Background: an optimization exercise with open tools, aiming at small area, a short achievable clock period and few clock cycles per item. Do not read the settings as production practice.
Only simulation tests tie the RTL to the original design; equivalence was not proved.
Power is estimated from default activity; no workload was simulated.

run A:
// top
module top(clock, reset, DataIn, Go_flag, Found, Ready);
input clock;
input reset;
input [7:0] DataIn;
input Go_flag;
output [31:0] Found;
output Ready;
Match Match_DUT(.clock(clock), .reset(reset), .DataIn(DataIn), .Go_flag(Go_flag), .Found(Found), .Ready(Ready));
endmodule
For scale: roughly 300 cells after synthesis, roughly 10 flip-flops, ~44 I/O pins.
Settings: LEC_CHECK=0, CAP_MARGIN=20, CORE_MARGIN=2, CORE_UTILIZATION=30, SETUP_SLACK_MARGIN=1.4, SLEW_MARGIN=20; clock period 3.5 ns.
standard.sh (not shown) runs the stock make flow with config.mk's settings and CLKGATE_MAP_FILE= SYNTH_SCRIPT=/design/flow/synth_recipe.tcl, a recipe that flattens the netlist after the stock synthesis.
==> flow/flow/run.sh <==
#!/bin/bash
# Standard ORFS layout, but with port buffers of a plain buffer cell and
# resizing free to change a cell's footprint.
set -euo pipefail
cd "$(dirname "$0")/.."
bash standard.sh MATCH_CELL_FOOTPRINT=0 "BUFFER_PORTS_ARGS=-buffer_cell sky130_fd_sc_hd__buf_2" finish > standard_flow.log 2>&1
Testbench counts of run A, summed over its fixed seeds: cycles 3,208, chars 3,200.
Input-level comparison between run B and run A:
==> flow/run.sh (new file) <==
#!/bin/bash
# synth_recipe.tcl (not shown) runs the flow's synth.tcl, then flattens the netlist and writes it again
# the make line also repeats each setting of config.mk as NAME=value (left out here)
make -C /OpenROAD-flow-scripts/flow DESIGN_CONFIG=/design/flow/config.mk WORK_HOME=/design/flow/orfs CLKGATE_MAP_FILE= SYNTH_SCRIPT=/design/flow/synth_recipe.tcl finish
-- flow/config.mk --
<<< run A, line 11
export SETUP_SLACK_MARGIN = 1.4
>>> run B, line 11
removed: flow/flow/run.sh
removed: flow/standard.sh
## What came out
Diff run A -> run B | power density relative to cell area | up by a few percent
Synthesized cell count came out exactly the same in run A and run B.
Cell count along the critical path on run B is down relative to run A.
Looking only at clock network fraction of total power, and setting everything else aside, the higher value of run A and run B goes to run B.
NOTE: number of cells in the design after placement in run B exceeds that of run A
--- input diff run B..run C ---
==> flow/flow/run.sh (new file) <==
#!/bin/bash
# Standard ORFS layout, but with port buffers of a plain buffer cell and
# resizing free to change a cell's footprint.
set -euo pipefail
cd "$(dirname "$0")/.."
bash standard.sh MATCH_CELL_FOOTPRINT=0 "BUFFER_PORTS_ARGS=-buffer_cell sky130_fd_sc_hd__buf_2" finish > standard_flow.log 2>&1
==> flow/standard.sh (new file) <==
#!/bin/bash
# synth_recipe.tcl (not shown) runs the flow's synth.tcl, then flattens the netlist and writes it again
# the make line also repeats each setting of config.mk as NAME=value (left out here)
make -C /OpenROAD-flow-scripts/flow DESIGN_CONFIG=/design/flow/config.mk WORK_HOME=/design/flow/orfs CLKGATE_MAP_FILE= SYNTH_SCRIPT=/design/flow/synth_recipe.tcl "${@:-finish}"
-- flow/config.mk --
<<< run B, line 8
>>> run C, line 8
export ABC_AREA = 1
<<< run B, line 11
>>> run C, line 12
export SETUP_SLACK_MARGIN = 1.2
removed: flow/run.sh
==> notes.md <==
- Run C went all the way through the flow, and no timing, DRC or antenna check failed.
- Reported for run C and run B, remaining global-route overflow turned out identical to the last digit.
- In the final reports, the cell area of run C is smaller than that of run B.
- The share of layout cells above drive strength 1 of run C exceeds that of run B by 19 points.
- Measured against run B, the number of distinct library cells after synthesis of run C comes out at 0.63 times the reference value.
- The number of gates on the worst path with buffers counted in run C was higher than what run B gave.
- Compared to run B, the router laid down more metal wire for run C.
- Re arrival time at the worst endpoint: run C is 0.70 ns down on run B.
[inputs] run D vs run C
-- flow/flow/run.sh --
<<< run C, line 6
bash standard.sh MATCH_CELL_FOOTPRINT=0 "BUFFER_PORTS_ARGS=-buffer_cell sky130_fd_sc_hd__buf_2" finish > standard_flow.log 2>&1
>>> run D, line 6
bash standard.sh MATCH_CELL_FOOTPRINT=0 "BUFFER_PORTS_ARGS=-buffer_cell sky130_fd_sc_hd__buf_1" finish > standard_flow.log 2>&1
-- flow/config.mk --
<<< run C, line 8
export ABC_AREA = 1
>>> run D, line 8
<<< run C, line 11
export CORE_UTILIZATION = 30
export SETUP_SLACK_MARGIN = 1.2
>>> run D, line 10
export CORE_UTILIZATION = 60
export SETUP_SLACK_MARGIN = 1.0
Findings:
- Run D: no failed stages, no open violations at the end
- Run C → run D: flip-flop and latch power has increased, share of power burned in combinational logic shows a reduction of 3.6 points.
- Run D ended with less final area than run C.
- Run D against run C: global router's overall resource usage rose 15 points; smallest setup slack after layout fell 0.068 ns.

## job 5168
Another version of the RTL of top (not shown whole).
Size in the first run: ~250 cells after synthesis, roughly 44 I/O pins, about 1600 um^2 of cells after synthesis.
Settings: LEC_CHECK=0, CAP_MARGIN=20, CORE_MARGIN=2, CORE_UTILIZATION=30, CTS_BUF_LIST=sky130_fd_sc_hd__clkbuf_2, SETUP_SLACK_MARGIN=1.2, SLEW_MARGIN=20; clock period 3.5 ns.
==> flow/flow/run.sh <==
#!/bin/bash
# Standard ORFS layout, except: port buffers of a plain buffer cell, resizing
# free to change a cell's footprint, and no half/full-adder cell extraction in
# synthesis (the design has no arithmetic; the extracted cells are slow).
set -euo pipefail
cd "$(dirname "$0")/.."
bash standard.sh MATCH_CELL_FOOTPRINT=0 "BUFFER_PORTS_ARGS=-buffer_cell sky130_fd_sc_hd__buf_1" ADDER_MAP_FILE= finish > standard_flow.log 2>&1
Both conditions hold for job 5168: the flow ran to the end and the final layout passed the timing, design-rule and antenna checks.
Testbench counts of job 5168, summed over its fixed seeds: cycles 3,208, chars 3,200.
Changes in job 2006 relative to job 5168:
- a change of CTS_BUF_LIST from sky130_fd_sc_hd__clkbuf_2 to sky130_fd_sc_hd__clkbuf_4
- a change of SETUP_SLACK_MARGIN from 1.2 to 1.3
Notes after the runs:
Sequential share of layout area on job 2006 is down relative to job 5168.
Summary of job 2006 over job 5168: relative contribution of combinational cells to total power +2.8 points; critical path depth -1; area overhead of the layout relative to synthesis +8.7 points; design area +8.8%; global-route wire length before repair ~0 delta.
Taking job 5168 as the reference, in job 2006 cell count now larger, maximum frequency comparable, detailed-route vias per instance comparable.
What job 4849 does differently from job 2006 at the input level:
- SETUP_SLACK_MARGIN changed from 1.3 to 1.1
### Flow results
Area growth from synthesis to layout was lower in job 4849 than in job 2006. Taking job 2006 as the reference point, the headroom to the max-slew limit of job 4849 falls by 6.7 points. Routed length per instance: job 4849 vs job 2006 down 2.2%. Looking at job 2006 and job 4849, the sequential cell power is a wash. Job 4849 against job 2006: final total power down about 6%; total number of placement rows held; relative area of non-clock buffer cells in the final design now sits lower; setup slack on the worst flop-to-flop path now sits lower. Job 4849 vs job 2006: post-route minimum period up in job 4849. Looking at sequential share of layout area, job 4849 sits 0.87 points above job 2006.
Setup changes, job 4849 to job 1414
- SETUP_SLACK_MARGIN changed from 1.1 to 1.0
Notes after the runs:
- The final reports for job 1414 and job 4849 show worst slew margin relative to its limit lower in the former.
- First-iteration DRC count: job 1414 and job 4849 compared, lower one is job 4849
- Between job 1414 and job 4849, it is job 1414 whose data arrival time of the critical path is higher, by 40 ps.
- [compare] base=job 4849 new=job 1414: total routed wirelength about even; portion of total power attributed to combinational logic lower.

Setup of job 4461:
top, a different RTL version from the one above (not shown whole).
For scale: about 270 cells after synthesis, ~10 flip-flops, ~1800 um2 of cells after synthesis.
==> flow/config.mk <==
export PLATFORM = sky130hd
export DESIGN_NAME = top
export DESIGN_NICKNAME = top
export VERILOG_FILES = /design/flow/design.v
export SDC_FILE = /design/flow/constraint.sdc
export NUM_CORES = 4
export LEC_CHECK = 0
export CAP_MARGIN = 20
export CORE_MARGIN = 2
export CORE_UTILIZATION = 30
export SETUP_SLACK_MARGIN = 1.0
export SLEW_MARGIN = 20
==> flow/constraint.sdc <==
create_clock -name core_clock -period 3.5 [get_ports {clock}]
set_input_delay 0.7000 -clock core_clock [delete_from_list [all_inputs] [get_ports {clock}]]
set_output_delay 0.7000 -clock core_clock [all_outputs]
set_load 0.01 [all_outputs]
==> flow/flow/run.sh <==
#!/bin/bash
# Standard ORFS layout, but with port buffers of a plain buffer cell and
# resizing free to change a cell's footprint.
set -euo pipefail
cd "$(dirname "$0")/.."
bash standard.sh MATCH_CELL_FOOTPRINT=0 "BUFFER_PORTS_ARGS=-buffer_cell sky130_fd_sc_hd__buf_2" finish > standard_flow.log 2>&1
Job 4461: done, clean on timing, DRC and antenna
Testbench counts of job 4461, summed over its fixed seeds: cycles 3,208, chars 3,200.
diff inputs: job 4461 => job 9365
Settings: a change of CORE_UTILIZATION from 30 to 55; a change of SETUP_SLACK_MARGIN from 1.0 to 1.2.
==> flow/flow/run.sh <==
#!/bin/bash
# Standard ORFS layout, except: port buffers of a plain buffer cell, resizing
# free to change a cell's footprint, and no half/full-adder cell extraction in
# synthesis (the design has no arithmetic; the extracted cells are slow).
set -euo pipefail
cd "$(dirname "$0")/.."
bash standard.sh MATCH_CELL_FOOTPRINT=0 "BUFFER_PORTS_ARGS=-buffer_cell sky130_fd_sc_hd__buf_2" ADDER_MAP_FILE= finish > standard_flow.log 2>&1
--- outcome ---
- Overall power after layout, job 9365 vs job 4461: down slightly
- The final layout from job 9365, which completed every stage, passed the timing, design-rule and antenna checks at the end of the flow.
- Job 9365 vs job 4461 — number of cell rows dropped 7.
- As far as multiplexer area fraction after synthesis is concerned, job 9365 and job 4461 perform about the same.
- Delta (job 9365 minus job 4461): non-clock inverter total of the final layout went down 2, worst path buffer plus inverter count held, combinational power held.
- Job 9365 packs its core more tightly than job 4461.
- Job 9365 reports a higher wire length than job 4461 does.
- Relative to job 4461, maximum frequency has gone up in job 9365.
- Relative to job 4461, final cell count without fillers has gone down in job 9365.
What job 1818 does differently from job 9365 at the input level:
Settings: a change of CORE_UTILIZATION from 55 to 30.
--- a/flow/flow/run.sh
+++ b/flow/flow/run.sh
@@ -5,3 +5,3 @@
 set -euo pipefail
 cd "$(dirname "$0")/.."
-bash standard.sh MATCH_CELL_FOOTPRINT=0 "BUFFER_PORTS_ARGS=-buffer_cell sky130_fd_sc_hd__buf_2" ADDER_MAP_FILE= finish > standard_flow.log 2>&1
+bash standard.sh MATCH_CELL_FOOTPRINT=0 "BUFFER_PORTS_ARGS=-buffer_cell sky130_fd_sc_hd__buf_1" ADDER_MAP_FILE= finish > standard_flow.log 2>&1
- Found[8] as the critical path endpoint was reported by job 1818, and Found[9] by job 9365.
- Between job 9365 and job 1818, the largest vdd supply drop is lower for job 9365.
- Route | job 1818 vs job 9365 | wire longer in job 1818
- Vias: job 1818 fewer than job 9365
- Met1 demand-to-capacity share in global routing (higher): job 9365
- Total chip power was higher in job 1818 than in job 9365.
- On sequential group power, job 9365 and job 1818 are neck and neck.
- Non-clock buffer count in job 1818 is about 12% lower than in job 9365

RTL: one of the versions met above, not the one the previous note started from.
Size in the first run: roughly 250 cells after synthesis, about 10 flip-flops, ~0.0016 mm² of cells after synthesis.
// top
module top(clock, reset, DataIn, Go_flag, Found, Ready);
input clock;
input reset;
input [7:0] DataIn;
input Go_flag;
output [31:0] Found;
output Ready;
Match Match_DUT(.clock(clock), .reset(reset), .DataIn(DataIn), .Go_flag(Go_flag), .Found(Found), .Ready(Ready));
endmodule
==> flow/config.mk <==
export PLATFORM = sky130hd
export DESIGN_NAME = top
export DESIGN_NICKNAME = top
export VERILOG_FILES = /design/flow/design.v
export SDC_FILE = /design/flow/constraint.sdc
export NUM_CORES = 4
export LEC_CHECK = 0
export CAP_MARGIN = 20
export CORE_MARGIN = 2
export CORE_UTILIZATION = 30
export CTS_BUF_LIST = sky130_fd_sc_hd__clkbuf_4
export SETUP_SLACK_MARGIN = 1.2
export SLEW_MARGIN = 20
==> flow/constraint.sdc <==
create_clock -name core_clock -period 3.5 [get_ports {clock}]
set_input_delay 0.7000 -clock core_clock [delete_from_list [all_inputs] [get_ports {clock}]]
set_output_delay 0.7000 -clock core_clock [all_outputs]
set_load 0.01 [all_outputs]
==> flow/flow/run.sh <==
#!/bin/bash
# Standard ORFS layout, except: port buffers of a plain buffer cell, resizing
# free to change a cell's footprint, and no half/full-adder cell extraction in
# synthesis (the design has no arithmetic; the extracted cells are slow).
set -euo pipefail
cd "$(dirname "$0")/.."
bash standard.sh MATCH_CELL_FOOTPRINT=0 "BUFFER_PORTS_ARGS=-buffer_cell sky130_fd_sc_hd__buf_1" ADDER_MAP_FILE= finish > standard_flow.log 2>&1
Testbench counts at the start, summed over its fixed seeds: cycles 3,208, chars 3,200.
==> next run, changes <==
- SETUP_SLACK_MARGIN: 1.2 -> 1.4
After rerunning: Cell area is higher by 17%; combinational power is higher by 33%; first-iteration DRC count fell by 14%; wire length went up by 10%.

[afterwards: timing with drivers on the ports]
The flow's constraints put no driver on any port. The routed layouts listed below were extracted and timed again, unchanged, in two steps. Step 1 (the two cells are an assumption about what drives the block):
set clk [get_ports {clock}]
set_driving_cell -lib_cell sky130_fd_sc_hd__clkbuf_16 $clk
set_driving_cell -lib_cell sky130_fd_sc_hd__buf_2 [delete_from_list [all_inputs] $clk]
Step 2 adds t to the input delays and takes it off the output delays; t is the mean of the earliest and latest rising clock arrival at the registers after step 1. Input paths then give back, and output paths get back, about the clock's delay inside the block. Three values: ideal, step 1, step 2; two values: the first two.
| run | shift t [ns] | slack for setup (ns) | worst setup path at the end |
|---|---|---|---|
| run A | 0.260 | 1.406 / 1.402 / 1.153 | input to register |
| run B | 0.255 | 0.542 / 0.521 / 0.632 | input to register |
| run C | 0.249 | 1.243 / 1.221 / 1.437 | input to register |
| run D | 0.297 | 1.175 / 1.175 / 0.979 | input to register |
| job 5168 | 0.274 | 1.332 / 1.312 / 1.080 | input to register |
| job 2006 | 0.286 | 1.335 / 1.316 / 1.161 | input to register |
| job 4849 | 0.284 | 1.248 / 1.229 / 1.024 | input to register |
| job 1414 | 0.285 | 1.215 / 1.195 / 1.045 | input to register |
| job 4461 | 0.259 | 1.110 / 1.110 / 1.110 | register to register |
| job 9365 | 0.300 | 1.318 / 1.297 / 1.125 | input to register |
| job 1818 | 0.256 | 1.330 / 1.308 / 1.138 | input to register |
| the first run of note 4 | 0.284 | 1.330 / 1.311 / 1.069 | input to register |
| the second run of note 4 | 0.277 | 1.392 / 1.373 / 1.188 | input to register |
After both steps every run listed still meets setup and hold. The setup slack of the first run of note 4, which loses most, moves by -0.019 ns with the drivers and by -0.261 ns with both steps.
